Source: an optimization exercise on an open RTL-to-GDS flow (aim: small area). Production flows keep margins and buffers that such runs may drop. In this exercise RTL edits were held to simulation tests only and were not proved equivalent to the original. No run shown here takes its clock network from TritonCTS; it comes from the design's own scripts or RTL. The flow treats the clock pin as an ideal source. Dropping or thinning the clock tree relies on that and would not hold on a real chip. Power is estimated from default activity; no workload was simulated.

File: flow/config.mk
export PLATFORM = sky130hd
export DESIGN_NAME = w5300_ctrl
export DESIGN_NICKNAME = w5300_ctrl
export VERILOG_FILES = /design/flow/design.v
export SDC_FILE = /design/flow/constraint.sdc
export NUM_CORES = 4
export LEC_CHECK = 0
export CAP_MARGIN = 20
export CORE_MARGIN = 2
export CORE_UTILIZATION = 55
export SLEW_MARGIN = 20
File: flow/constraint.sdc
create_clock -name core_clock -period 10.0 [get_ports {clk}]
set_input_delay 2.0000 -clock core_clock [delete_from_list [all_inputs] [get_ports {clk}]]
set_output_delay 2.0000 -clock core_clock [all_outputs]
set_load 0.01 [all_outputs]
File: flow/design.v
module w5300_ctrl
(
   clk,
   reset,
   start,
   init_done,
   s_rx_dv,
   s_rx_data,
   s_rx_addr,
   s_rx_done,
   c_tx_en,
   c_tx_addr,
   c_tx_rd,
   c_tx_data,
   c_tx_error,
   c_tx_done,
   w_rst,
   w_addr,
   w_wdata,
   w_wr,
   w_wr_en,
   w_rd,
   w_rdata,
   w_cs
);
   input          clk;         
   input          reset;       
   input          start;       
   output         init_done;   
   output         s_rx_dv;     
   output [7:0]   s_rx_data;   
   output [13:0]  s_rx_addr;   
   output         s_rx_done;   
   input          c_tx_en;     
   output [13:0]  c_tx_addr;   
   output         c_tx_rd;     
   input  [7:0]   c_tx_data;   
   output         c_tx_error;  
   output         c_tx_done;   
   output         w_rst;       
   output [9:0]   w_addr;      
   output [7:0]   w_wdata;     
   output         w_wr;        
   output         w_wr_en;     
   output         w_rd;        
   input  [7:0]   w_rdata;     
   output         w_cs;        
   localparam [2:0] ST_IIDLE = 3'b000;   
   localparam [2:0] ST_IRST  = 3'b001;   
   localparam [2:0] ST_ISEQ  = 3'b010;   
   localparam [2:0] ST_CLOSE = 3'b100;   
   localparam [2:0] ST_OPEN  = 3'b101;
   localparam [2:0] ST_RECV  = 3'b110;
   localparam [2:0] ST_SEND  = 3'b111;
   reg  [3:0]  tick;
   wire        t_end = tick[3] & tick[0];                  
   wire        t_smp = tick[2] & tick[1] & ~tick[0];       
   wire        t_stb = ~tick[3] & ~(tick[2] & tick[1] & tick[0]);  
   always @(posedge clk) begin
      if (reset | t_end)
         tick <= 4'd0;
      else
         tick <= tick + 4'd1;
   end
   reg  [2:0]  st;
   reg  [15:0] cnt;        
   reg  [15:0] sz;         
   reg  [9:0]  wd;         
   reg  [13:0] rxa;        
   reg  [7:0]  rdat;       
   reg         pls;        
   wire is_iidle = (st == ST_IIDLE);
   wire is_irst  = (st == ST_IRST);
   wire is_close = (st == ST_CLOSE);
   wire is_open  = (st == ST_OPEN);
   wire is_recv  = (st == ST_RECV);
   wire is_send  = (st == ST_SEND);
   wire        c_hi0   = (cnt[15:4] == 12'd0);
   wire        c_hi2   = c_hi0 & ~cnt[3] & ~cnt[2];        
   wire        c_eq0   = c_hi2 & ~cnt[1] & ~cnt[0];
   wire        c_eq1   = c_hi2 & ~cnt[1] &  cnt[0];
   wire        c_eq2   = c_hi2 &  cnt[1] & ~cnt[0];
   wire        c_lt3   = c_hi2 & ~(cnt[1] & cnt[0]);
   wire        c_lt2   = c_hi2 & ~cnt[1];
   wire        c_eq7   = c_hi0 & ~cnt[3] & cnt[2] & cnt[1] & cnt[0];
   wire        c_eq8   = c_hi0 &  cnt[3] & ~cnt[2] & ~cnt[1] & ~cnt[0];
   wire        c_gt3   = ~c_hi2;
   wire        c_ge7   = ~c_hi0 | cnt[3] | (cnt[2] & cnt[1] & cnt[0]);
   wire        c_ge9   = ~c_hi0 | (cnt[3] & (cnt[2] | cnt[1] | cnt[0]));
   wire        sz_nz  = (sz != 16'd0);
   wire        c_eqsz = (cnt[15:1] == sz[15:1]) & (cnt[0] == (sz[0] | is_send));
   wire        c_eq9  = c_hi0 & cnt[3] & ~cnt[2] & ~cnt[1] & cnt[0];
   wire        c_max  = &cnt;
   wire        ph_on  = (wd[4:0] != 5'd0);
   wire        ph3    = wd[3] & ~wd[2] & wd[0];                 
   wire        ph4    = wd[3] & wd[2] & ~wd[1] & ~wd[0];        
   wire        ph5    = wd[3] & wd[2] & ~wd[1] &  wd[0];        
   wire        ph6    = wd[3] & wd[2] &  wd[1] & ~wd[0];        
   wire        ph7    = wd[3] & wd[2] &  wd[1] &  wd[0];        
   wire        ph8    = wd[4];                                  
   wire        r_end  = c_ge9 & c_eqsz;
   wire        r_dv   = c_ge7 & ~r_end;
   wire        s_det  = ~c_lt3 & c_eqsz;       
   wire        s_stop = ph_on | (~sz_nz & c_gt3);
   wire        s_chk  = ph3;
   wire        s_end  = ph8;
   wire        wd_hit = wd[9] & wd[8] & wd[7] & wd[6] & wd[5] & wd[3];  
   wire        i_rst_end = cnt[9] & cnt[5] & cnt[2] & cnt[1];     
   always @(posedge clk) begin
      if (reset)
         st <= ST_IIDLE;
      else if (t_end) begin
         case (st)
            ST_IIDLE: st <= ST_IRST;
            ST_IRST:  if (i_rst_end) st <= ST_ISEQ;
            ST_ISEQ:  if (cnt[6] & cnt[5] & cnt[2] & cnt[0]) st <= ST_CLOSE;  
            ST_CLOSE: if (~c_lt2 & start) st <= ST_OPEN;
            ST_OPEN: begin
               if (wd_hit)
                  st <= ST_CLOSE;
               else if (cnt[1]) begin
                  if (c_tx_en)
                     st <= ST_SEND;
                  else if (rdat[2])
                     st <= ST_RECV;
               end
            end
            ST_RECV:  if (r_end) st <= ST_OPEN;
            ST_SEND: begin
               if (s_chk & rdat[1])
                  st <= ST_CLOSE;
               else if (s_end)
                  st <= ST_OPEN;
            end
            default:  st <= ST_IIDLE;
         endcase
      end
   end
   assign init_done = st[2];
   wire        o_go      = c_tx_en | rdat[2];
   wire        cnt_clr   = is_iidle |
                           (is_close & ~c_lt2 & start) |
                           (is_open & (wd_hit | (cnt[0] & (rdat != 8'h22)) | (cnt[1] & o_go))) |
                           (is_send & s_chk & rdat[1]);
   wire        cnt_one   = (is_recv & r_end) | (is_send & s_end);
   wire        cnt_ld    = cnt_clr | cnt_one | (is_irst & i_rst_end);
   wire        cnt_hold  = (is_close & ~c_lt2) | (is_open & cnt[1]);
   wire [15:0] cnt_ldv   = {10'd0, ~cnt_clr & ~cnt_one, 1'b0, ~cnt_clr & ~cnt_one, 1'b0, ~cnt_clr & ~cnt_one, cnt_one};   
   always @(posedge clk) begin
      if (t_end & cnt_ld)
         cnt <= cnt_ldv;
      else
         cnt <= cnt + {15'd0, t_end & ~cnt_hold};
   end
   wire        sz_hi  = (is_recv & c_eq7) | (is_send & c_eq1);
   wire        sz_all = (is_recv & c_eq8) | (is_send & c_eq2);
   wire [15:0] sz_sh  = {sz[7:0], rdat};
   wire        k0     = sz_all & (is_recv | rdat[0]);
   wire        k3     = sz_all & is_recv;
   wire [16:0] sz_c;
   wire [15:0] sz_new;
   assign sz_c[0] = 1'b0;
   genvar gi;
   generate
      for (gi = 0; gi < 16; gi = gi + 1) begin : g_szadd
         if (gi == 0) begin : g_b0
            assign sz_new[gi]  = sz_sh[gi] ^ k0;
            assign sz_c[gi+1]  = sz_sh[gi] & k0;
         end
         else if (gi == 3) begin : g_b3
            assign sz_new[gi]  = sz_sh[gi] ^ k3 ^ sz_c[gi];
            assign sz_c[gi+1]  = (sz_sh[gi] & k3) | (sz_sh[gi] & sz_c[gi]) | (k3 & sz_c[gi]);
         end
         else begin : g_bn
            assign sz_new[gi]  = sz_sh[gi] ^ sz_c[gi];
            assign sz_c[gi+1]  = sz_sh[gi] & sz_c[gi];
         end
      end
   endgenerate
   always @(posedge clk) begin
      if (t_end & (sz_hi | sz_all))
         sz <= sz_new;
   end
   wire        wd_clr = is_close | (is_open & (wd_hit | (cnt[1] & c_tx_en))) |
                        (is_send & (s_end | c_max));
   always @(posedge clk) begin
      if (t_end & wd_clr)
         wd <= 10'd0;
      else if (t_end & is_send & s_det)
         wd <= 10'd10;
      else
         wd <= wd + {9'd0, t_end & (is_open | (is_send & ph_on))};
   end
   always @(posedge clk) begin
      if (t_end & (is_open | (is_send & s_stop)))
         rxa <= 14'd0;
      else
         rxa <= rxa + {13'd0, (t_end & is_send) | (pls & is_recv)};
   end
   always @(posedge clk) begin
      if (t_end & is_send)
         rdat <= c_tx_data;
      else if (t_smp & (~is_send | s_chk))
         rdat <= w_rdata;
   end
   always @(posedge clk) begin
      pls <= ~reset & t_end & ((is_recv & (r_dv | r_end)) | (is_send & (s_end | ~s_stop)));
   end
   wire        wd_zero = (wd == 10'd0);
   assign s_rx_dv    = pls & is_recv;
   assign s_rx_data  = rdat;
   assign s_rx_addr  = rxa;
   assign s_rx_done  = pls & is_open & ~wd_zero;
   assign c_tx_rd    = pls & is_send;
   assign c_tx_addr  = rxa;
   assign c_tx_error = 1'b0;
   assign c_tx_done  = pls & is_open & wd_zero;
   reg  [17:0] rom;
   always @* begin
      case (cnt[5:0])
         6'd0 : rom = {10'h020,     8'h08};    
         6'd1 : rom = {10'h028,     8'h08};    
         6'd2 : rom = {10'h021,     8'h08};    
         6'd3 : rom = {10'h029,     8'h08};    
         6'd4 : rom = {10'h030,   8'h00};    
         6'd5 : rom = {10'h031,   8'hFF};    
         6'd6 : rom = {10'h200,    8'h01};    
         6'd7 : rom = {10'h201,    8'h01|8'h20};    
         6'd8 : rom = {10'h20A, 8'h13};    
         6'd9 : rom = {10'h20B, 8'h14};    
         6'd10: rom = {10'h212,8'h13};    
         6'd11: rom = {10'h213,8'h14};    
         6'd12: rom = {10'h214,  8'd192};    
         6'd13: rom = {10'h215,  8'd168};    
         6'd14: rom = {10'h216,  8'd199};    
         6'd15: rom = {10'h217,  8'd196};    
         6'd16: rom = {10'h204,   8'h00};    
         6'd17: rom = {10'h205,   8'h1F};    
         6'd18: rom = {10'h218,  8'h05};    
         6'd19: rom = {10'h219,  8'hB4};    
         6'd20: rom = {10'h240,    8'h00};    
         6'd21: rom = {10'h241,    8'h02};    
         6'd22: rom = {10'h244,   8'h00};    
         6'd23: rom = {10'h245,   8'h1F};    
         6'd24: rom = {10'h24A, 8'h13};    
         6'd25: rom = {10'h24B, 8'h14};    
         6'd26: rom = {10'h252,8'h13};    
         6'd27: rom = {10'h253,8'h14};    
         6'd28: rom = {10'h254,  8'd192};    
         6'd29: rom = {10'h255,  8'd168};    
         6'd30: rom = {10'h256,  8'd199};    
         6'd31: rom = {10'h257,  8'd196};    
         6'd32: rom = {10'h258,  8'h05};    
         6'd33: rom = {10'h259,  8'hB4};    
         6'd34: rom = {10'h0FE,       8'h00};    
         6'd35: rom = {10'h0FF,       8'h00};    
         6'd36: rom = {10'h000,       8'h00};    
         6'd37: rom = {10'h001,       8'h00};    
         6'd38: rom = 18'd0;
         6'd39: rom = 18'd0;
         6'd40: rom = 18'd0;
         6'd41: rom = 18'd0;
         6'd42: rom = {10'h000,       8'h38};    
         6'd43: rom = {10'h001,       8'h80};    
         6'd44: rom = {10'h004,      8'h00};    
         6'd45: rom = {10'h005,      8'hFF};    
         6'd46: rom = {10'h008,     8'h00};    
         6'd47: rom = {10'h009,     8'h01};    
         6'd48: rom = {10'h00A,     8'h02};    
         6'd49: rom = {10'h00B,     8'h03};    
         6'd50: rom = {10'h00C,     8'h04};    
         6'd51: rom = {10'h00D,     8'h05};    
         6'd52: rom = {10'h010,      8'd192};    
         6'd53: rom = {10'h011,      8'd168};    
         6'd54: rom = {10'h012,      8'd199};    
         6'd55: rom = {10'h013,      8'd1};    
         6'd56: rom = {10'h014,     8'd255};    
         6'd57: rom = {10'h015,     8'd255};    
         6'd58: rom = {10'h016,     8'd255};    
         6'd59: rom = {10'h017,     8'd0};    
         6'd60: rom = {10'h018,     8'd192};    
         6'd61: rom = {10'h019,     8'd168};    
         6'd62: rom = {10'h01A,     8'd199};    
         default: rom = {10'h01B,     8'd110};    
      endcase
   end
   wire        seq_chk = cnt[6] & cnt[5] & (cnt[2] | cnt[1]);    
   reg         wen;        
   reg  [9:0]  addr;
   reg  [7:0]  wdat;
   always @* begin
      wen  = 1'b0;
      addr = rom[17:8];
      wdat = rdat;
      case (st)
         ST_ISEQ: begin
            wen  = ~seq_chk;
            addr = rom[17:8];
            wdat = rom[7:0];
         end
         ST_CLOSE: begin
            wen  = c_lt2;
            addr = ~c_lt2 ? 10'h209 : (cnt[0] ? 10'h243 : 10'h247);
            wdat = cnt[0] ? 8'h10 : 8'h1F;
         end
         ST_OPEN: begin
            wen  = ~cnt[0] & ~cnt[1];
            addr = cnt[0] ? 10'h249 : (cnt[1] ? 10'h247 : 10'h243);
            wdat = 8'h01;
         end
         ST_RECV: begin
            wen  = c_eq0 | (r_end & ~c_eq9);
            addr = c_eq0 ? 10'h247 :
                   ((r_end & ~c_eq9) ? 10'h243 :
                   (cnt[0] ? 10'h270 : 10'h271));
            wdat = c_eq0 ? 8'h04 : 8'h40;
         end
         ST_SEND: begin
            wen  = ~(c_lt3 | s_chk);
            addr = c_eq0 ? 10'h265 :
                   (c_eq1 ? 10'h266 :
                   (c_eq2 ? 10'h267 :
                   ((ph3 | ph4) ? 10'h247 :
                   (ph5 ? 10'h261 :
                   (ph6 ? 10'h262 :
                   (ph7 ? 10'h263 :
                   (ph8 ? 10'h243 :
                   (cnt[0] ? 10'h26E : 10'h26F))))))));
            wdat = ph4 ? 8'h10 :
                   (ph5 ? 8'h00 :
                   (ph6 ? sz[15:8] :
                   (ph7 ? sz[7:0] :
                   (ph8 ? 8'h21 : rdat))));
         end
         default: ;
      endcase
   end
   wire        bus_on = st[2] | st[1];    
   assign w_rst   = is_irst & (cnt[9:0] < 10'd50);
   assign w_addr  = addr;
   assign w_wdata = wdat;
   assign w_wr_en = wen;
   assign w_cs    = bus_on & t_stb;
   assign w_wr    = w_cs & wen;
   assign w_rd    = w_cs & ~wen;
endmodule
File: flow/flow/run.sh
#!/bin/bash
# Layout flow: the standard synthesis, then the combinational logic between the
# registers re-mapped for area by ABC (registers, their names and cell types untouched;
# twelve ABC runs with different seeds, four at a time, the smallest kept), then the standard ORFS layout
# with the smallest buffer (buf_1) on every port and a one-level clock tree.
set -euo pipefail
here=$(pwd)
R=$here/orfs/results/sky130hd/w5300_ctrl/base
LIB=$FLOW_HOME/platforms/sky130hd/lib/sky130_fd_sc_hd__tt_025C_1v80.lib
export BUFFER_PORTS_ARGS="-buffer_cell sky130_fd_sc_hd__buf_1"
# clock tree: the clock port drives four clkbuf_16, one per quadrant of the registers
# (flow/cts.tcl, sourced before CTS, stands in for TritonCTS)
export PRE_CTS_TCL=$here/flow/cts.tcl

bash standard.sh synth > synth.log 2>&1

cp $R/1_2_yosys.v $here/std_synth.v
for n in 1 2 3 4 5 6 7 8 9 10 11 12; do
  sed "s/@SEED@/$n/" $here/flow/area.abc > $here/area_$n.abc
  cat > $here/resyn_$n.ys <<EOT
read_liberty -ignore_miss_func -ignore_miss_dir -ignore_miss_data_latch $LIB
blackbox sky130_fd_sc_hd__*df* sky130_fd_sc_hd__*dl* sky130_fd_sc_hd__sdf* sky130_fd_sc_hd__conb_1
read_verilog $here/std_synth.v
hierarchy -top $FLOW_TOP
flatten
read_liberty -lib -overwrite -ignore_miss_dir $LIB
opt -purge
abc -liberty $LIB -dont_use sky130_fd_sc_hd__lpflow_bleeder_1 -dont_use sky130_fd_sc_hd__lpflow_clkbufkapwr_1 -dont_use sky130_fd_sc_hd__lpflow_clkbufkapwr_16 -dont_use sky130_fd_sc_hd__lpflow_clkbufkapwr_2 -dont_use sky130_fd_sc_hd__lpflow_clkbufkapwr_4 -dont_use sky130_fd_sc_hd__lpflow_clkbufkapwr_8 -dont_use sky130_fd_sc_hd__lpflow_clkinvkapwr_1 -dont_use sky130_fd_sc_hd__lpflow_clkinvkapwr_16 -dont_use sky130_fd_sc_hd__lpflow_clkinvkapwr_2 -dont_use sky130_fd_sc_hd__lpflow_clkinvkapwr_4 -dont_use sky130_fd_sc_hd__lpflow_clkinvkapwr_8 -dont_use sky130_fd_sc_hd__lpflow_decapkapwr_12 -dont_use sky130_fd_sc_hd__lpflow_decapkapwr_3 -dont_use sky130_fd_sc_hd__lpflow_decapkapwr_4 -dont_use sky130_fd_sc_hd__lpflow_decapkapwr_6 -dont_use sky130_fd_sc_hd__lpflow_decapkapwr_8 -dont_use sky130_fd_sc_hd__lpflow_inputiso0n_1 -dont_use sky130_fd_sc_hd__lpflow_inputiso0p_1 -dont_use sky130_fd_sc_hd__lpflow_inputiso1n_1 -dont_use sky130_fd_sc_hd__lpflow_inputiso1p_1 -dont_use sky130_fd_sc_hd__lpflow_inputisolatch_1 -dont_use sky130_fd_sc_hd__lpflow_isobufsrc_1 -dont_use sky130_fd_sc_hd__lpflow_isobufsrc_16 -dont_use sky130_fd_sc_hd__lpflow_isobufsrc_2 -dont_use sky130_fd_sc_hd__lpflow_isobufsrc_4 -dont_use sky130_fd_sc_hd__lpflow_isobufsrc_8 -dont_use sky130_fd_sc_hd__lpflow_isobufsrckapwr_16 -dont_use sky130_fd_sc_hd__lpflow_lsbuf_lh_hl_isowell_tap_1 -dont_use sky130_fd_sc_hd__lpflow_lsbuf_lh_hl_isowell_tap_2 -dont_use sky130_fd_sc_hd__lpflow_lsbuf_lh_hl_isowell_tap_4 -dont_use sky130_fd_sc_hd__lpflow_lsbuf_lh_isowell_4 -dont_use sky130_fd_sc_hd__lpflow_lsbuf_lh_isowell_tap_1 -dont_use sky130_fd_sc_hd__lpflow_lsbuf_lh_isowell_tap_2 -dont_use sky130_fd_sc_hd__lpflow_lsbuf_lh_isowell_tap_4 -dont_use sky130_fd_sc_hd__probe_p_8 -dont_use sky130_fd_sc_hd__probec_p_8  -script $here/area_$n.abc
opt_clean -purge
hilomap -singleton -hicell sky130_fd_sc_hd__conb_1 HI -locell sky130_fd_sc_hd__conb_1 LO
splitnets
opt_clean -purge
select -set ports i:* o:*
rename -hide w:* @ports %d
tee -o $here/area_$n.txt stat -liberty $LIB
check -assert -mapped
write_verilog -noattr -nohex -nodec $here/cand_$n.v
EOT
  yosys -s $here/resyn_$n.ys > resyn_$n.log 2>&1 &
  if (( n % 4 == 0 )); then wait; fi
done
wait
best=""; bestarea=""
for n in 1 2 3 4 5 6 7 8 9 10 11 12; do
  if [[ -f $here/cand_$n.v ]]; then
    a=$(awk '/Chip area/ {print $NF}' $here/area_$n.txt)
    echo "seed $n: $a" >> resyn_pick.log
    if [[ -z "$best" ]] || awk -v a="$a" -v b="$bestarea" 'BEGIN{exit !(a<b)}'; then best=$n; bestarea=$a; fi
  fi
done
echo "kept seed $best ($bestarea)" >> resyn_pick.log
cp $here/cand_$best.v $R/1_2_yosys.v

bash standard.sh finish > finish.log 2>&1
File: flow/flow/area.abc
strash
&get -n
&deepsyn -T 90 -S @SEED@
&put
dch -f
amap
topo
File: flow/flow/cts.tcl
# Clock tree: the clock port drives four clkbuf_16, one per quadrant of the registers,
# each placed at the centre of its registers (in place of TritonCTS's deeper tree).
proc clock_tree_synthesis { args } {
  set block [ord::get_db_block]
  set clknet [[$block findBTerm clk] getNet]
  set master [[ord::get_db] findMaster sky130_fd_sc_hd__clkbuf_16]
  set pts {}
  foreach it [$clknet getITerms] {
    set b [[$it getInst] getBBox]
    lappend pts [list [expr {([$b xMin] + [$b xMax]) / 2}] [expr {([$b yMin] + [$b yMax]) / 2}] $it]
  }
  set pts [lsort -integer -index 0 $pts]
  set h [expr {[llength $pts] / 2}]
  set groups {}
  foreach half [list [lrange $pts 0 [expr {$h - 1}]] [lrange $pts $h end]] {
    set half [lsort -integer -index 1 $half]
    set q [expr {[llength $half] / 2}]
    lappend groups [lrange $half 0 [expr {$q - 1}]] [lrange $half $q end]
  }
  set g 0
  foreach grp $groups {
    set inst [odb::dbInst_create $block $master "clkbuf_leaf_$g"]
    set net [odb::dbNet_create $block "clknet_leaf_$g"]
    $net setSigType CLOCK
    set sx 0; set sy 0
    foreach p $grp {
      set it [lindex $p 2]
      $it disconnect
      $it connect $net
      set sx [expr {$sx + [lindex $p 0]}]
      set sy [expr {$sy + [lindex $p 1]}]
    }
    [$inst findITerm A] connect $clknet
    [$inst findITerm X] connect $net
    set n [llength $grp]
    $inst setLocation [expr {$sx / $n}] [expr {$sy / $n}]
    $inst setPlacementStatus PLACED
    puts "mycts: clkbuf_leaf_$g drives $n clock pins"
    incr g
  }
  set_propagated_clock [all_clocks]
}
File: flow/standard.sh
#!/bin/bash
# synth_recipe.tcl (not shown) runs the flow's synth.tcl, then flattens the netlist and writes it again
# the make line also repeats each setting of config.mk as NAME=value (left out here)
make -C /OpenROAD-flow-scripts/flow DESIGN_CONFIG=/design/flow/config.mk WORK_HOME=/design/flow/orfs CLKGATE_MAP_FILE= SYNTH_SCRIPT=/design/flow/synth_recipe.tcl "${@:-finish}"
==> key figures, run 1 <==
Timing
  – Worst hold margin: 0.490 ns
  – Minimum clock period: 6.43 ns
  – Setup violations, final: 0
  – Clock Skew: 0.0172 ns
  – F_max: 0.156 GHz
  – Setup_tns: 0 ns
  – Max Slew Vio Count: 0
  – Normalized max-slew margin: 45.5%
  – Fin crit share: 64.3%
  – Final Hold Fails: 0
  – RSZ-0062 raised after global routing: no
  – Measured slew at the worst slew-check pin: 0.797 ns

Placement
  – Area after DPL: 4790 µm²
  – Post-detail-place hpwl: 11.8 mm
  – I/O Buffers: 82
  – Placer Congestion: 1.00

Detailed routing
  – Drt wl/cell: 19.0 µm
  – Post-DR vias/cell: 6.53
  – Count of TritonRoute iterations in the first routing pass: 6
  – Routed via count: 5,137
  – ANT nets after route: 0
  – DRC Markers: 0
  – Final wirelength: 14.9 mm
  – DRT iter0 DRCs: 684

Global routing
  – Initial antenna violation count: 0
  – Largest net degree at the start of global routing: 19
  – GRT Util Overall: 34.1%
  – First-pass GRT wire length: 23.7 mm
  – Grt ovf: 0
  – Vias in the first global route: 4,574

Clock tree
  – Post-CTS setup buffers: 0
  – Clock Latency Late Sink: 0.15 ns
  – Post-CTS Resized: 0
  – Worst-path clk slew: 0.09 ns
  – # hold bufs at CTS: 0

Hold path
  – HP Class: flop to flop

Synth
  – Mapped Cells: 597
  – Cell Area, Synth: 4330 µm²
  – Synthesized area per cell: 7.26 µm²
  – Syn. warnings: 1

Floorplanning
  – Core area: 7690 µm²
  – Full die area: 8610 µm²
  – Die X: 92.8 µm
  – Top-level I/O count: 85
  – Initial core utilization: 56.4%
  – Die Height: 92.8 µm
  – Core Rows: 32

Pwr
  – Clock power share: 23.0%
  – Final Total Pwr: 655 µW
  – Comb pwr share: 24.3%
  – Peak VDD IR: 117 µV
  – Switch share: 33.0%
  – Register share of total power: 52.7%
  – Pint: 439 µW
  – NetSw: 216 µW
  – Cell leakage power: 0.00161 µW
  – Pwr Density: 134 nW/µm²

Critical path
  – Crit path arrival time: 6.32 ns
  – Crit-path max FO: 12
  – CP peak stage delay: 0.49 ns
  – Reg-to-Reg End: sz[15]$_DFFE_PP_
  – Cells on worst reg2reg path: 33
  – Critical R2R Launch: cnt[5]$_DFF_P_
  – Type of origin of the critical path: flop
  – Setup CP Type: flop to flop
  – Critical Path Sink: sz[15]$_DFFE_PP_
  – Crit. End Element: flop
  – Critical path launch point: cnt[5]$_DFF_P_
  – Slowest-stage cell, CP: or4_1
  – CP required: 9.89 ns
  – Top cell by count, worst path: nor2_1
  – Flop-to-flop setup slack: 3.57 ns

Cells and area
  – Layout area overhead: 12.8%
  – Ant. Diodes: 0
  – Nets: 707
  – Post-route cell area: 4890 µm²
  – Share of cells above drive strength 1: 0.876%

Flow run
  – Max Cap Viol: 0

Outcome
  – Status: no timing/DRC/antenna violations
## stage by stage
stage                     setup slack, ns  instances  utilization, %
after global placement               4.02        783            62.3
after detailed placement             3.78        783            62.3
final                                3.57        787            63.6
after CTS                            3.72        787            63.6
after floorplan                      4.78        598               -
after global routing                 2.91        787            63.6
## layout by cell type (no fill, tap or decap), types with 3 or more instances in the layout
cell	n
nand4_1	4
o22ai_1	17
a211oi_1	15
o211ai_1	5
clkinv_1	80
dfxtp_1	48
nor4_1	10
nor2_1	138
o22a_1	9
o21ai_0	29
o21a_1	9
buf_1	82
nand3_1	7
a21oi_1	28
and2_0	3
edfxtp_1	24
or2_0	4
a221oi_1	4
nand2_1	47
a31oi_1	4
nor3_1	46
or4_1	6
o221ai_1	6
clkbuf_16	4
or3_1	6
a2111oi_0	6
and3_1	16
o2111ai_1	3
## worst max-delay path, delay by kind of cell (launching register included)
| kind | cells | cell delay (ns) |
|---|---|---|
| flops | 1 | 0.44 |
| buf+inv | 9 | 1.10 |
| simple gates | 21 | 4.21 |
| compound gates | 3 | 0.41 |
## final cells by class
class | count | area [µm²]
plain buffers | 4 | 100
multi-input cells | 446 | 2360
repair buffers | 83 | 315
well taps | 102 | 128
fillers | 704 | 2800
flip-flops and latches | 72 | 1680
inverters | 80 | 300
## worst min-delay path by stage
stage | to | start | cells after the start
2_1_floorplan | tick[0]$_SDFF_PP0_ | tick[0]$_SDFF_PP0_ | 1
3_3_place_gp | tick[0]$_SDFF_PP0_ | tick[0]$_SDFF_PP0_ | 1
3_5_place_dp | tick[0]$_SDFF_PP0_ | tick[0]$_SDFF_PP0_ | 1
4_1_cts | tick[0]$_SDFF_PP0_ | tick[0]$_SDFF_PP0_ | 1
5_1_grt | tick[0]$_SDFF_PP0_ | tick[0]$_SDFF_PP0_ | 1
6_report | tick[0]$_SDFF_PP0_ | tick[0]$_SDFF_PP0_ | 1
## state kept, by name, summed over array words and instances, names as in the netlist
signal	flops
rdat	8
cnt	16
wd	10
st	3
pls	1
tick	4
rxa	14
sz	16
## power groups by stage
stage          logic (µW)  clock network (µW)  registers (µW)
6_report              159                 150             345
3_3_place_gp          157                   0             350
4_1_cts               155                 151             343
2_1_floorplan         107                   0             339
3_5_place_dp          154                   0             350
5_1_grt               174                 161             346
## routing by layer
layer  vias up  track usage [%]  share of wire [%]
met3        82             4.31                 10
met1      2325             46.3                 40
met2       384             55.5                 44
met5         -                0                  0
met4         0             13.0                5.5
li1       2346                -                  -
==> run 2: changes to the inputs <==
--- a/flow/design.v
+++ b/flow/design.v
@@ -100,7 +100,7 @@
    wire        ph8    = wd[4];                                  
    wire        r_end  = c_ge9 & c_eqsz;
    wire        r_dv   = c_ge7 & ~r_end;
-   wire        s_det  = ~c_lt3 & c_eqsz;       
+   wire        s_det  = ~c_lt3 & ~ph_on & c_eqsz;    
    wire        s_stop = ph_on | (~sz_nz & c_gt3);
    wire        s_chk  = ph3;
    wire        s_end  = ph8;
@@ -178,7 +178,7 @@
       end
    endgenerate
    always @(posedge clk) begin
-      if (t_end & (sz_hi | sz_all))
+      if (t_end & (sz_hi | sz_all | (is_send & ph6)))
          sz <= sz_new;
    end
    wire        wd_clr = is_close | (is_open & (wd_hit | (cnt[1] & c_tx_en))) |
@@ -328,9 +328,8 @@
                    (cnt[0] ? 10'h26E : 10'h26F))))))));
             wdat = ph4 ? 8'h10 :
                    (ph5 ? 8'h00 :
-                   (ph6 ? sz[15:8] :
-                   (ph7 ? sz[7:0] :
-                   (ph8 ? 8'h21 : rdat))));
+                   ((ph6 | ph7) ? sz[15:8] :
+                   (ph8 ? 8'h21 : rdat)));
          end
          default: ;
       endcase
==> key figures, run 2 <==
Pwr
  – Final Total Pwr: 715 µW (+9.3%)
  – Cell leakage power: 0.00162 µW (+0.33%)
  – Peak VDD IR: 135 µV (+16%)
  – Pwr Density: 148 nW/µm² (+11%)

Cells and area
  – Ant. Diodes: 0 (unchanged)
  – Most common library cell in the layout ignoring fill and taps: nor2_1
  – Most frequent cells in the layout: nor2_1 (144), clkinv_1 (87), buf_1 (82)
  – Share of cells above drive strength 1: 0.884% (+0.0077 points)
  – Top flop regs: cnt x16, sz x16, rxa x14
  – Layout area overhead: 13.3%
  – Filler cell count: 714 (+1.4%)
  – Nets: 701 (-0.85%)

Critical path
  – Critical path launch point: cnt[5]$_DFF_P_
  – Setup CP Type: flop to flop
  – Critical R2R Launch: cnt[5]$_DFF_P_
  – Crit-path max FO: 12 (unchanged)
  – Top cell by count, worst path: nor2_1
  – Slowest-stage cell, CP: or4_1
  – CP required: 9.89 ns (about the same)
  – Crit path arrival time: 6.35 ns (+0.03 ns)
  – Type of origin of the critical path: flop
  – CP peak stage delay: 0.47 ns (-0.02 ns)
  – Crit. End Element: flop

Clock tree
  – # hold bufs at CTS: 0 (unchanged)
  – Worst-path clk slew: 0.09 ns (about the same)
  – Clock Latency Late Sink: 0.15 ns (about the same)
  – Post-CTS setup buffers: 0 (unchanged)
  – Post-CTS Resized: 0 (unchanged)

Detailed routing
  – Final wirelength: 13.7 mm (-8.4%)
  – Drt wl/cell: 17.5 µm (-7.7%)
  – Routed via count: 4,831 (-6.0%)
  – DRC Markers: 0 (unchanged)
  – Count of TritonRoute iterations in the first routing pass: 8 (+2)
  – ANT nets after route: 0 (unchanged)
  – Post-DR vias/cell: 6.19 (-5.2%)
  – DRT iter0 DRCs: 535 (-22%)

Flow run
  – Max Cap Viol: 0 (unchanged)

Timing
  – Final Hold Fails: 0 (unchanged)
  – F_max: 0.155 GHz (-0.50%)
  – Clock Skew: 0.0160 ns (-0.00119 ns)
  – Max Slew Vio Count: 0 (unchanged)
  – RSZ-0062 raised after global routing: no
  – Setup_tns: 0 ns (unchanged)
  – Minimum clock period: 6.46 ns (+0.0320 ns)
  – Setup violations, final: 0 (unchanged)
  – Fin crit share: 64.6% (+0.32 points)
  – Normalized max-slew margin: 36.1% (-9.4 points)
  – Measured slew at the worst slew-check pin: 0.935 ns (+0.137 ns)

Floorplanning
  – Initial core utilization: 56.1% (-0.33 points)
  – Core Rows: 32 (unchanged)
  – Die Height: 92.1 µm (-0.78%)
  – Die X: 92.1 µm (-0.78%)
  – Core area: 7610 µm² (-1.0%)
  – Top-level I/O count: 85 (unchanged)
  – Full die area: 8470 µm² (-1.5%)

Placement
  – I/O Buffers: 82 (unchanged)
  – Post-detail-place hpwl: 10.8 mm (-8.2%)
  – Placer Congestion: 1.09 (+8.9%)

Global routing
  – First-pass GRT wire length: 22.2 mm (-6.2%)
  – Vias in the first global route: 4,424 (-3.3%)
  – GRT Util Overall: 31.9% (-2.1 points)
  – Grt ovf: 0 (unchanged)
  – Largest net degree at the start of global routing: 19 (unchanged)
  – Initial antenna violation count: 0 (unchanged)

Synth
  – Syn. warnings: 1 (unchanged)
  – Mapped Cells: 591 (-1.0%)
  – Synthesized area per cell: 7.22 µm² (-0.62%)
  – Cell Area, Synth: 4260 µm² (-1.6%)

Outcome
  – Status: no timing/DRC/antenna violations

Hold path
  – HP Class: flop to flop
  – Hold path start: tick[0]$_SDFF_PP0_
run 2: cell types whose count changed in the layout (fill, tap and decap cells not counted), moves of 4 or more:
cell / change
and3_1: -5
nand3_1: +5
nand2_1: -9
nor3_1: -10
a31oi_1: +4
clkinv_1: +7
a21oi_1: +7
nor2_1: +6
run 2: layout make-up:
cell class | instances | area [µm²] | share of cell area [%]
plain buffers | 4 | 100 | 2.07
repair buffers | 83 | 315 | 6.53
multi-input cells | 433 | 2280 | 47.2
flip-flops and latches | 72 | 1680 | 34.8
well taps | 102 | 128 | 2.64
inverters | 87 | 327 | 6.76
run 2: path summary, 6_finish.rpt:
check                           depth (start not counted)                  to  slack (ns)
worst max-delay path                                   35    sz[15]$_DFFE_PP_        3.54
worst min-delay path                                    1  tick[0]$_SDFF_PP0_        0.49
worst max register to register                         35    sz[15]$_DFFE_PP_        3.54
worst min register to register                          1  tick[0]$_SDFF_PP0_        0.49
run 2: critical path: cells and delay by family, from the launching register on:
family	cells	cell delay, ns
AO/OA/AOI/OAI	2	0.20
buffers and inverters	10	1.15
flip-flops	1	0.37
AND/OR/NAND/NOR	23	4.47
run 2: routing by layer:
| metal | vias up | global-route usage (%) | wire length [µm] | part of all wire, % |
|---|---|---|---|---|
| met2 | 311 | 52.3 | 6170 | 45 |
| met1 | 2167 | 44.3 | 5560 | 41 |
| met5 | - | 0 | 0 | 0 |
| li1 | 2296 | - | - | - |
| met3 | 57 | 5.42 | 1500 | 11 |
| met4 | 0 | 7.34 | 435 | 3.2 |
run 2: through the flow:
| stage | util (%) | cell area [µm²] | std cells | hold slack [ns] | setup WS, ns |
|---|---|---|---|---|---|
| floorplan | - | 4270 | 592 | 0.414 | 4.63 |
| global placement | 62.0 | 4720 | 777 | 0.437 | 3.94 |
| detailed placement | 62.0 | 4720 | 777 | 0.454 | 3.71 |
| CTS | 63.3 | 4820 | 781 | 0.473 | 3.64 |
| global route | 63.5 | 4830 | 781 | 0.516 | 2.59 |
| finish | 63.5 | 4830 | 781 | 0.493 | 3.54 |
run 2: power breakdown:
part           switching [µW]  total [µW]  internal (µW)
registers                31.2         346            315
clock network            78.1         151           72.6
logic                     148         218           70.9
==> run 3: changes to the inputs <==
--- a/flow/flow/run.sh
+++ b/flow/flow/run.sh
@@ -8,7 +8,7 @@
 R=$here/orfs/results/sky130hd/w5300_ctrl/base
 LIB=$FLOW_HOME/platforms/sky130hd/lib/sky130_fd_sc_hd__tt_025C_1v80.lib
 export BUFFER_PORTS_ARGS="-buffer_cell sky130_fd_sc_hd__buf_1"
-# clock tree: the clock port drives four clkbuf_16, one per quadrant of the registers
+# clock tree: the clock port drives three clkbuf_16, one per strip of the registers
 # (flow/cts.tcl, sourced before CTS, stands in for TritonCTS)
 export PRE_CTS_TCL=$here/flow/cts.tcl
 
==> flow/flow/cts.tcl (replaced) <==
# Clock tree: the clock port drives three clkbuf_16, one per vertical strip of the
# registers, each placed at the centre of its registers (in place of TritonCTS).
proc clock_tree_synthesis { args } {
  set block [ord::get_db_block]
  set clknet [[$block findBTerm clk] getNet]
  set master [[ord::get_db] findMaster sky130_fd_sc_hd__clkbuf_16]
  set pts {}
  foreach it [$clknet getITerms] {
    set b [[$it getInst] getBBox]
    lappend pts [list [expr {([$b xMin] + [$b xMax]) / 2}] [expr {([$b yMin] + [$b yMax]) / 2}] $it]
  }
  set pts [lsort -integer -index 0 $pts]
  set n [llength $pts]
  set groups [list [lrange $pts 0 [expr {$n / 3 - 1}]] \
                   [lrange $pts [expr {$n / 3}] [expr {2 * $n / 3 - 1}]] \
                   [lrange $pts [expr {2 * $n / 3}] end]]
  set g 0
  foreach grp $groups {
    set inst [odb::dbInst_create $block $master "clkbuf_leaf_$g"]
    set net [odb::dbNet_create $block "clknet_leaf_$g"]
    $net setSigType CLOCK
    set sx 0; set sy 0
    foreach p $grp {
      set it [lindex $p 2]
      $it disconnect
      $it connect $net
      set sx [expr {$sx + [lindex $p 0]}]
      set sy [expr {$sy + [lindex $p 1]}]
    }
    [$inst findITerm A] connect $clknet
    [$inst findITerm X] connect $net
    set k [llength $grp]
    $inst setLocation [expr {$sx / $k}] [expr {$sy / $k}]
    $inst setPlacementStatus PLACED
    puts "mycts: clkbuf_leaf_$g drives $k clock pins"
    incr g
  }
  set_propagated_clock [all_clocks]
}
==> key figures, run 3 <==
Cells and area
  – Ant. Diodes: 0 (unchanged)
  – Most frequent cells in the layout: nor2_1 (144), clkinv_1 (87), buf_1 (82)
  – Share of cells above drive strength 1: 0.737% (-0.15 points)
  – Post-route cell area: 4800 µm² (-0.52%)
  – Layout area overhead: 12.7%
  – Top flop regs: cnt x16, sz x16, rxa x14
  – Nets: 700 (-0.14%)
  – Final Core Density: 63.2% (-0.33 points)
  – Most common library cell in the layout ignoring fill and taps: nor2_1

Pwr
  – Switch share: 36.9% (+1.0 points)
  – Clock power share: 19.1% (-2.0 points)
  – Cell leakage power: 0.00161 µW (-0.76%)
  – Pint: 441 µW (-3.7%)
  – Final Total Pwr: 700 µW (-2.2%)
  – Register share of total power: 49.5% (+1.1 points)
  – NetSw: 258 µW (+0.56%)
  – Pwr Density: 146 nW/µm² (-1.7%)
  – Comb pwr share: 31.4% (+0.9 points)
  – Peak VDD IR: 148 µV (+9.8%)

Critical path
  – Crit. End Element: flop
  – Crit-path max FO: 12 (unchanged)
  – Top cell by count, worst path: nor2_1
  – Type of origin of the critical path: flop
  – Reg-to-Reg End: sz[15]$_DFFE_PP_
  – Flop-to-flop setup slack: 3.51 ns (-0.03 ns)
  – Critical R2R Launch: cnt[5]$_DFF_P_
  – Crit path arrival time: 6.42 ns (+0.07 ns)
  – CP required: 9.92 ns (+0.03 ns)
  – Cells on worst reg2reg path: 34 (-2.9%)
  – Slowest-stage cell, CP: nor3_1
  – Setup CP Type: flop to flop
  – CP peak stage delay: 0.53 ns (+0.06 ns)

Timing
  – Normalized max-slew margin: 24.8% (-11 points)
  – RSZ-0062 raised after global routing: no
  – Clock Skew: 0.0152 ns (-0.000825 ns)
  – Final Hold Fails: 0 (unchanged)
  – Minimum clock period: 6.49 ns (+0.0319 ns)
  – Setup_tns: 0 ns (unchanged)
  – Setup violations, final: 0 (unchanged)
  – Fin crit share: 64.9% (+0.32 points)
  – F_max: 0.154 GHz (-0.49%)
  – Max Slew Vio Count: 0 (unchanged)
  – Measured slew at the worst slew-check pin: 1.10 ns (+0.165 ns)

Outcome
  – Status: no timing/DRC/antenna violations

Global routing
  – Initial antenna violation count: 0 (unchanged)
  – Grt ovf: 0 (unchanged)
  – GRT Util Overall: 32.2% (+0.24 points)
  – First-pass GRT wire length: 22.3 mm (+0.62%)
  – Largest net degree at the start of global routing: 25 (+6)
  – Vias in the first global route: 4,419 (-0.11%)

Clock tree
  – Worst-path clk slew: 0.10 ns (about the same)
  – Post-CTS setup buffers: 0 (unchanged)
  – Clock Latency Late Sink: 0.17 ns (+0.02 ns)
  – Post-CTS Resized: 0 (unchanged)
  – # hold bufs at CTS: 0 (unchanged)

Hold path
  – Cells on Worst Hold Path: 1 (unchanged)
  – Hold Path Sink: tick[0]$_SDFF_PP0_
  – HP Class: flop to flop
  – Hold path start: tick[0]$_SDFF_PP0_

Detailed routing
  – Count of TritonRoute iterations in the first routing pass: 6 (-2)
  – Drt wl/cell: 17.9 µm (+2.1%)
  – DRT iter0 DRCs: 512 (-4.3%)
  – Routed via count: 4,848 (+0.35%)
  – DRC Markers: 0 (unchanged)
  – ANT nets after route: 0 (unchanged)
  – Final wirelength: 13.9 mm (+2.0%)
  – Post-DR vias/cell: 6.22 (+0.48%)

Placement
  – Post-detail-place hpwl: 10.8 mm (unchanged)
  – Placer Congestion: 1.09 (unchanged)
  – I/O Buffers: 82 (unchanged)
  – Area after DPL: 4720 µm² (unchanged)

Floorplanning
  – Die Height: 92.1 µm (unchanged)
  – Core area: 7610 µm² (unchanged)
  – Full die area: 8470 µm² (unchanged)
  – Initial core utilization: 56.1% (unchanged)
  – Die X: 92.1 µm (unchanged)
  – Top-level I/O count: 85 (unchanged)
  – Core Rows: 32 (unchanged)

Synth
  – Mapped Cells: 591 (unchanged)
  – Cell Area, Synth: 4260 µm² (unchanged)
  – Synthesized area per cell: 7.22 µm² (unchanged)
  – Syn. warnings: 1 (unchanged)

Flow run
  – Max Cap Viol: 0 (unchanged)
==> run 3: layout make-up <==
cell class,instances,area [µm²]
sequential,72,1680
buffer,3,75.1
tap,102,128
inverter,87,327
timing repair buffer,83,315
multi-input combinational,433,2280
fill,721,2800
==> run 3: power groups by stage <==
| stage | clock (µW) | sequential, µW | combinational (µW) |
|---|---|---|---|
| finish | 133 | 347 | 220 |
| global route | 142 | 348 | 239 |
| CTS | 134 | 344 | 211 |
| detailed placement | 0 | 351 | 209 |
| global placement | 0 | 351 | 213 |
| floorplan | 0 | 341 | 150 |
==> run 3: worst max-delay path by stage <==
| stage | endpoint | from | slack, ns | cells after the start |
|---|---|---|---|---|
| 2_1_floorplan | sz[15]$_DFFE_PP_ | cnt[5]$_DFF_P_ | 4.63 | 34 |
| 3_3_place_gp | sz[15]$_DFFE_PP_ | cnt[5]$_DFF_P_ | 3.94 | 35 |
| 3_5_place_dp | sz[15]$_DFFE_PP_ | cnt[5]$_DFF_P_ | 3.71 | 34 |
| 4_1_cts | sz[15]$_DFFE_PP_ | cnt[5]$_DFF_P_ | 3.63 | 34 |
| 5_1_grt | sz[15]$_DFFE_PP_ | cnt[5]$_DFF_P_ | 2.62 | 34 |
| 6_report | sz[15]$_DFFE_PP_ | cnt[5]$_DFF_P_ | 3.51 | 34 |
==> run 3: metrics by stage <==
step,std cells,setup slack [ns],hold slack [ns]
detailed placement,777,3.71,0.454
global route,780,2.62,0.520
floorplan,592,4.63,0.414
CTS,780,3.63,0.476
finish,780,3.51,0.497
global placement,777,3.94,0.437
==> run 3: per-layer routing <==
layer	part of all wire (%)	track usage [%]	wire length [µm]	up-vias
li1	-	-	-	2295
met5	0	0	0	-
met2	46	53.7	6350	314
met1	41	43.9	5650	2190
met3	11	5.26	1530	49
met4	2.9	7.34	403	0
==> run 3: critical path, delay by kind of cell, from the launching register on <==
kind / cells / cell delay (ns)
DFF: 1 / 0.37
and+or+nand+nor: 21 / 4.32
buffers and inverters: 11 / 1.33
AOI/OAI and AO/OA: 2 / 0.21
==> run 4: changes to the inputs <==
--- a/flow/design.v
+++ b/flow/design.v
@@ -87,7 +87,7 @@
    wire        c_gt3   = ~c_hi2;
    wire        c_ge7   = ~c_hi0 | cnt[3] | (cnt[2] & cnt[1] & cnt[0]);
    wire        c_ge9   = ~c_hi0 | (cnt[3] & (cnt[2] | cnt[1] | cnt[0]));
-   wire        sz_nz  = (sz != 16'd0);
+   wire        sz_nz  = (sz[15:1] != 15'd0);    
    wire        c_eqsz = (cnt[15:1] == sz[15:1]) & (cnt[0] == (sz[0] | is_send));
    wire        c_eq9  = c_hi0 & cnt[3] & ~cnt[2] & ~cnt[1] & cnt[0];
    wire        c_max  = &cnt;
@@ -105,7 +105,7 @@
    wire        s_chk  = ph3;
    wire        s_end  = ph8;
    wire        wd_hit = wd[9] & wd[8] & wd[7] & wd[6] & wd[5] & wd[3];  
-   wire        i_rst_end = cnt[9] & cnt[5] & cnt[2] & cnt[1];     
+   wire        i_rst_end = cnt[9] & cnt[5] & cnt[4] & cnt[2];     
    always @(posedge clk) begin
       if (reset)
          st <= ST_IIDLE;
@@ -138,14 +138,15 @@
    end
    assign init_done = st[2];
    wire        o_go      = c_tx_en | rdat[2];
-   wire        cnt_clr   = is_iidle |
-                           (is_close & ~c_lt2 & start) |
+   wire        cnt_clr   = (is_close & ~c_lt2 & start) |
                            (is_open & (wd_hit | (cnt[0] & (rdat != 8'h22)) | (cnt[1] & o_go))) |
                            (is_send & s_chk & rdat[1]);
    wire        cnt_one   = (is_recv & r_end) | (is_send & s_end);
-   wire        cnt_ld    = cnt_clr | cnt_one | (is_irst & i_rst_end);
+   wire        cnt_l42   = is_irst & i_rst_end;
+   wire        cnt_l14   = is_iidle;
+   wire        cnt_ld    = cnt_clr | cnt_one | cnt_l42 | cnt_l14;
    wire        cnt_hold  = (is_close & ~c_lt2) | (is_open & cnt[1]);
-   wire [15:0] cnt_ldv   = {10'd0, ~cnt_clr & ~cnt_one, 1'b0, ~cnt_clr & ~cnt_one, 1'b0, ~cnt_clr & ~cnt_one, cnt_one};   
+   wire [15:0] cnt_ldv   = {10'd0, cnt_l42, 1'b0, cnt_l42 | cnt_l14, cnt_l14, cnt_l42 | cnt_l14, cnt_one};   
    always @(posedge clk) begin
       if (t_end & cnt_ld)
          cnt <= cnt_ldv;
@@ -335,7 +336,7 @@
       endcase
    end
    wire        bus_on = st[2] | st[1];    
-   assign w_rst   = is_irst & (cnt[9:0] < 10'd50);
+   assign w_rst   = is_irst & (cnt[9:6] == 4'd0);
    assign w_addr  = addr;
    assign w_wdata = wdat;
    assign w_wr_en = wen;
==> key figures, run 4 <==
Global routing
  – GRT Util Overall: 32.3% (+0.095 points)
  – Grt ovf: 0 (unchanged)
  – Largest net degree at the start of global routing: 25 (unchanged)
  – Met1 Use GR: 41.3% (-2.6 points)
  – First-pass GRT wire length: 22.1 mm (-1.1%)
  – GR Util met3: 4.85% (-0.41 points)
  – Met2 usage: 55.9% (+2.1 points)
  – Initial antenna violation count: 0 (unchanged)
  – Grt peak-use layer: met2
  – Vias in the first global route: 4,426 (+0.16%)

Placement
  – Area after DPL: 4690 µm² (-0.61%)
  – Placer Congestion: 1.02 (-6.6%)
  – I/O Buffers: 82 (unchanged)
  – Placed cell count: 767 (-1.3%)
  – Post-detail-place hpwl: 10.9 mm (+0.77%)
  – Place WS: 4.28 ns (+0.572 ns)

Flow run
  – Max Cap Viol: 0 (unchanged)

Cells and area
  – Most common library cell in the layout ignoring fill and taps: nor2_1
  – Top flop regs: cnt x16, sz x16, rxa x14
  – Most frequent cells in the layout: nor2_1 (150), buf_1 (82), clkinv_1 (69)
  – Share of cells above drive strength 1: 0.749% (+0.011 points)
  – Post-route cell area: 4770 µm² (-0.76%)
  – Nets: 690 (-1.4%)
  – Ant. Diodes: 0 (unchanged)
  – Layout area overhead: 12.4%
  – Non-Filler Instances: 770 (-1.3%)

Synth
  – Synthesized area per cell: 7.30 µm² (+1.2%)
  – Mapped Cells: 581 (-1.7%)
  – Syn. warnings: 1 (unchanged)
  – Cell Area, Synth: 4240 µm² (-0.50%)

Timing
  – Max Slew Vio Count: 0 (unchanged)
  – RSZ-0062 raised after global routing: no
  – F_max: 0.167 GHz (+8.7%)
  – Normalized max-slew margin: 43.9% (+19 points)
  – Worst setup margin: 4.03 ns (+0.521 ns)
  – Fin crit share: 59.7% (-5.2 points)
  – Setup_tns: 0 ns (unchanged)
  – Final Hold Fails: 0 (unchanged)
  – Clock Skew: 0.0213 ns (+0.00612 ns)
  – Measured slew at the worst slew-check pin: 0.841 ns (-0.259 ns)
  – Worst hold margin: 0.473 ns (-0.0247 ns)
  – Setup violations, final: 0 (unchanged)
  – Minimum clock period: 5.97 ns (-0.521 ns)

Pwr
  – Cell leakage power: 0.00158 µW (-1.6%)
  – Pint: 380 µW (-14%)
  – Comb pwr share: 13.2% (-18 points)
  – Register share of total power: 60.7% (+11 points)
  – Pwr Density: 107 nW/µm² (-26%)
  – Clock power share: 26.1% (+7.0 points)
  – Switch share: 25.7% (-11 points)
  – Peak VDD IR: 151 µV (+2.1%)
  – NetSw: 132 µW (-49%)

Critical path
  – Setup CP Type: flop to flop
  – Type of origin of the critical path: flop
  – Top cell by count, worst path: nor2_1
  – CP required: 10.02 ns (+0.10 ns)
  – Crit-path max FO: 8 (-4)
  – CP peak stage delay: 0.62 ns (+0.09 ns)
  – Slowest-stage cell, CP: or4_1
  – CP top delay family: simple AND/OR/NAND/NOR gates
  – Crit. End Element: flop
  – Crit path arrival time: 6.00 ns (-0.42 ns)
  – Crit path buffers/inverters: 2 (-9)

Floorplanning
  – Full die area: 8430 µm² (-0.48%)
  – Core area: 7610 µm² (unchanged)
  – Die Height: 91.8 µm (-0.24%)
  – Initial core utilization: 55.8% (-0.28 points)
  – Die X: 91.8 µm (-0.24%)
  – Top-level I/O count: 85 (unchanged)
  – Core Rows: 32 (unchanged)

Detailed routing
  – DRT iter0 DRCs: 439 (-14%)
  – Final wirelength: 13.9 mm (-0.24%)
  – Drt wl/cell: 18.1 µm (+1.1%)
  – Routed via count: 4,804 (-0.91%)
  – ANT nets after route: 0 (unchanged)
  – Post-DR vias/cell: 6.24 (+0.38%)
  – DRC Markers: 0 (unchanged)
  – Count of TritonRoute iterations in the first routing pass: 5 (-1)

Clock tree
  – Clock Latency Late Sink: 0.17 ns (about the same)
  – # hold bufs at CTS: 0 (unchanged)
  – Post-CTS setup buffers: 0 (unchanged)
  – Worst-path clk slew: 0.11 ns (about the same)
  – Post-CTS Resized: 0 (unchanged)

Hold path
  – HP Class: flop to flop

Outcome
  – Status: no timing/DRC/antenna violations
==> run 4: cell types whose count changed in the layout (fill, tap and decap cells not counted), moves of 3 or more <==
cell,delta
nor3b_1,+5
a21o_1,+3
nor2_1,+6
o22ai_1,-5
nand3_1,-6
nor3_1,+5
a211oi_1,+5
clkinv_1,-18
a221oi_1,-3
o21ai_0,+3
and3_1,+4
a21oi_1,-10
==> run 4: area by class of cell <==
type	count	area [µm²]
multi-input cells	441	2310
fillers	720	2840
flip-flops and latches	72	1680
well taps	102	128
repair buffers	83	315
inverters	69	259
plain buffers	3	75.1
==> run 4: metrics by stage <==
| step | utilization (%) | power, µW |
|---|---|---|
| 2_1_floorplan | - | 358 |
| 3_3_place_gp | 61.6 | 383 |
| 3_5_place_dp | 61.6 | 382 |
| 4_1_cts | 62.6 | 507 |
| 5_1_grt | 62.7 | 524 |
| 6_report | 62.7 | 512 |
==> run 4: power by group through the flow <==
stage                     clock (µW)  sequential [µW]  combinational, µW
after global placement             0              317               65.6
after global routing             140              311               73.1
after detailed placement           0              317               64.8
after CTS                        131              310               65.2
after floorplan                    0              315               43.5
final                            134              310               67.6
==> run 4: metal layers <==
| metal | up-vias | routed length, µm |
|---|---|---|
| met5 | - | 0 |
| met4 | 0 | 562 |
| met3 | 49 | 1240 |
| met2 | 302 | 6570 |
| met1 | 2178 | 5530 |
| li1 | 2275 | - |
==> run 4: path summary, 6_finish.rpt <==
| path | depth (start not counted) | slack [ns] | start | to |
|---|---|---|---|---|
| worst max-delay path | 25 | 4.03 | cnt[6]$_SDFF_PP0_ | wd[8]$_SDFF_PP0_ |
| worst min-delay path | 2 | 0.47 | tick[1]$_SDFF_PP0_ | tick[1]$_SDFF_PP0_ |
| worst max register to register | 25 | 4.03 | cnt[6]$_SDFF_PP0_ | wd[8]$_SDFF_PP0_ |
| worst min register to register | 2 | 0.47 | tick[1]$_SDFF_PP0_ | tick[1]$_SDFF_PP0_ |
==> run 4: worst register-to-register path: cells and delay by family (launching register included) <==
kind            cells  cell delay (ns)
simple gates       22             5.00
buf+inv             2             0.22
flops               1             0.39
compound gates      1             0.24
==> run 5: changes to the inputs <==
--- a/flow/flow/run.sh
+++ b/flow/flow/run.sh
@@ -1,7 +1,7 @@
 #!/bin/bash
 # Layout flow: the standard synthesis, then the combinational logic between the
 # registers re-mapped for area by ABC (registers, their names and cell types untouched;
-# twelve ABC runs with different seeds, four at a time, the smallest kept), then the standard ORFS layout
+# sixteen ABC runs with different seeds, four at a time, the smallest kept), then the standard ORFS layout
 # with the smallest buffer (buf_1) on every port and a one-level clock tree.
 set -euo pipefail
 here=$(pwd)
@@ -15,7 +15,7 @@
 bash standard.sh synth > synth.log 2>&1
 
 cp $R/1_2_yosys.v $here/std_synth.v
-for n in 1 2 3 4 5 6 7 8 9 10 11 12; do
+for n in 1 2 3 4 5 6 7 8 9 10 11 12 13 14 15 16; do
   sed "s/@SEED@/$n/" $here/flow/area.abc > $here/area_$n.abc
   cat > $here/resyn_$n.ys <<EOT
 read_liberty -ignore_miss_func -ignore_miss_dir -ignore_miss_data_latch $LIB
@@ -41,7 +41,7 @@
 done
 wait
 best=""; bestarea=""
-for n in 1 2 3 4 5 6 7 8 9 10 11 12; do
+for n in 1 2 3 4 5 6 7 8 9 10 11 12 13 14 15 16; do
   if [[ -f $here/cand_$n.v ]]; then
     a=$(awk '/Chip area/ {print $NF}' $here/area_$n.txt)
     echo "seed $n: $a" >> resyn_pick.log
==> flow/flow/area.abc (replaced) <==
strash
&get -n
&deepsyn -T 120 -S @SEED@
&put
dch -f
amap
topo
==> key figures, run 5 <==
Clock tree
  – Worst-path clk slew: 0.10 ns (about the same)
  – Post-CTS setup buffers: 0 (unchanged)
  – # hold bufs at CTS: 0 (unchanged)
  – Clock Latency Late Sink: 0.16 ns (about the same)
  – Post-CTS Resized: 0 (unchanged)

Hold path
  – HP Class: flop to flop
  – Hold path start: tick[0]$_SDFF_PP0_
  – Hold Path Sink: tick[0]$_SDFF_PP0_
  – Cells on Worst Hold Path: 1 (-1)

Detailed routing
  – Post-DR vias/cell: 6.29 (+0.83%)
  – DRT iter0 DRCs: 505 (+15%)
  – DRC Markers: 0 (unchanged)
  – Drt wl/cell: 17.7 µm (-2.1%)
  – ANT nets after route: 0 (unchanged)
  – Routed via count: 4,825 (+0.44%)
  – Final wirelength: 13.6 mm (-2.4%)
  – Count of TritonRoute iterations in the first routing pass: 6 (+1)

Critical path
  – Type of origin of the critical path: flop
  – Setup CP Type: flop to flop
  – Slowest-stage cell, CP: dfxtp_1
  – Crit. End Element: flop
  – Flop-to-flop setup slack: 3.88 ns (-0.15 ns)
  – CP peak stage delay: 0.49 ns (-0.13 ns)
  – Crit path arrival time: 6.03 ns (+0.03 ns)
  – Critical R2R Launch: cnt[5]$_DFF_P_
  – Top cell by count, worst path: nor2_1
  – CP top delay family: simple AND/OR/NAND/NOR gates
  – CP required: 9.91 ns (-0.11 ns)
  – Reg-to-Reg End: sz[15]$_DFFE_PP_
  – Crit-path max FO: 16 (+8)
  – Crit path buffers/inverters: 7 (+5)
  – Cells on worst reg2reg path: 31 (+24%)

Flow run
  – Max Cap Viol: 0 (unchanged)

Floorplanning
  – Full die area: 8420 µm² (-0.14%)
  – Die Height: 91.8 µm (about the same)
  – Die X: 91.8 µm (about the same)
  – Core area: 7610 µm² (unchanged)
  – Core Rows: 32 (unchanged)
  – Top-level I/O count: 85 (unchanged)
  – Initial core utilization: 55.7% (-0.082 points)

Synth
  – Cell Area, Synth: 4240 µm² (-0.15%)
  – Syn. warnings: 1 (unchanged)
  – Mapped Cells: 578 (-0.52%)
  – Synthesized area per cell: 7.33 µm² (+0.37%)

Cells and area
  – Nets: 687 (-0.43%)
  – Most frequent cells in the layout: nor2_1 (130), buf_1 (82), clkinv_1 (80)
  – Top flop regs: cnt x16, sz x16, rxa x14
  – Post-route cell area: 4760 µm² (-0.21%)
  – Filler cell count: 725 (+0.69%)
  – Layout area overhead: 12.3% (about the same)
  – Share of cells above drive strength 1: 0.602% (-0.15 points)
  – Ant. Diodes: 0 (unchanged)
  – Most common library cell in the layout ignoring fill and taps: nor2_1
  – Non-Filler Instances: 767 (-0.39%)

Outcome
  – Status: no timing/DRC/antenna violations

Timing
  – F_max: 0.163 GHz (-2.4%)
  – Max Slew Vio Count: 0 (unchanged)
  – Setup violations, final: 0 (unchanged)
  – Setup_tns: 0 ns (unchanged)
  – Final Hold Fails: 0 (unchanged)
  – RSZ-0062 raised after global routing: no
  – Fin crit share: 61.2% (+1.5 points)
  – Minimum clock period: 6.12 ns (+0.145 ns)
  – Normalized max-slew margin: 33.5% (-10 points)
  – Measured slew at the worst slew-check pin: 0.972 ns (+0.131 ns)
  – Clock Skew: 0.0148 ns (-0.00650 ns)

Placement
  – Placer Congestion: 1.06 (+4.4%)
  – Area after DPL: 4680 µm² (-0.13%)
  – I/O Buffers: 82 (unchanged)
  – Placed cell count: 764 (-0.39%)
  – Post-detail-place hpwl: 10.8 mm (-1.4%)

Pwr
  – Cell leakage power: 0.00164 µW (+3.8%)
  – Peak VDD IR: 130 µV (-14%)
  – Pwr Density: 122 nW/µm² (+13%)

Global routing
  – Vias in the first global route: 4,282 (-3.3%)
  – Grt ovf: 0 (unchanged)
  – Initial antenna violation count: 0 (unchanged)
  – First-pass GRT wire length: 21.7 mm (-1.9%)
  – GRT Util Overall: 31.5% (-0.81 points)
  – Largest net degree at the start of global routing: 25 (unchanged)
-- run 5: where the power goes --
group,switching [µW],internal (µW),total (µW)
combinational,83.2,38.0,121
sequential,20.2,306,327
clock,76.3,55.3,132
total,180,400,579
-- run 5: cell type report --
cell class              instances  area [µm²]  share of cell area (%)
repair buffers                 83         315                    6.63
plain buffers                   3        75.1                    1.58
multi-input cells             427        2260                    47.5
inverters                      80         300                    6.31
well taps                     102         128                    2.68
flip-flops and latches         72        1680                    35.3
-- run 5: how the worst max path moves through the flow --
stage	start	endpoint	slack, ns	cells past startpoint
5_1_grt	cnt[5]$_DFF_P_	sz[15]$_DFFE_PP_	2.93	32
3_3_place_gp	cnt[5]$_DFF_P_	sz[15]$_DFFE_PP_	4.25	31
4_1_cts	cnt[5]$_DFF_P_	sz[15]$_DFFE_PP_	3.98	31
3_5_place_dp	cnt[5]$_DFF_P_	sz[15]$_DFFE_PP_	4.05	31
2_1_floorplan	cnt[5]$_DFF_P_	w_rd	4.79	12
6_report	cnt[5]$_DFF_P_	sz[15]$_DFFE_PP_	3.88	31
-- run 5: metal layers --
metal / up-vias / routed length [µm] / GRT usage (%)
met1: 2152 / 5700 / 45.1
met4: 0 / 553 / 10.3
met5: - / 0 / 0
met3: 52 / 1470 / 4.44
li1: 2271 / - / -
met2: 350 / 5840 / 49.1
-- run 5: through the flow --
step                      hold slack, ns  total power (µW)  util, %  setup WS [ns]
after detailed placement           0.453               448     61.6           4.05
after floorplan                    0.426               404        -           4.79
final                              0.474               579     62.5           3.88
after global routing               0.510               598     62.5           2.93
after global placement             0.441               451     61.6           4.25
after CTS                          0.477               576     62.5           3.98

## afterwards: timing with drivers on the ports
In the flow no input, the clock included, has a driving cell. The finished layouts below were timed again as built, in two steps.
Step 1 (the two cells are an assumption about what drives the block):
set clk [get_ports {clk}]
set_driving_cell -lib_cell sky130_fd_sc_hd__clkbuf_16 $clk
set_driving_cell -lib_cell sky130_fd_sc_hd__buf_2 [delete_from_list [all_inputs] $clk]
Step 2 adds t to the input delays and takes it off the output delays; t is the mean of the earliest and latest rising clock arrival at the registers after step 1. Input paths then give back, and output paths get back, about the clock's delay inside the block.
Three values: ideal ports, drivers, drivers and shift; two values: the first two.
run | t (ns) | slack for setup (ns) | hold WS [ns] | worst setup path at the end | worst data-port slew with drivers (ns)
run 1 | 0.226 | 3.570 / 3.570 / 3.570 | 0.490 / 0.490 / 0.490 | register to register | 0.04
run 2 | 0.228 | 3.538 / 3.538 / 3.538 | 0.493 / 0.493 / 0.493 | register to register | 0.04
run 3 | 0.222 | 3.506 / 3.506 / 3.506 | 0.497 / 0.497 / 0.497 | register to register | 0.04
run 4 | 0.225 | 4.027 / 4.023 / 4.027 | 0.473 / 0.473 / 0.473 | register to register | 0.03
run 5 | 0.225 | 3.882 / 3.882 / 3.882 | 0.474 / 0.474 / 0.474 | register to register | 0.03
After both steps setup and hold are still met in every run listed.
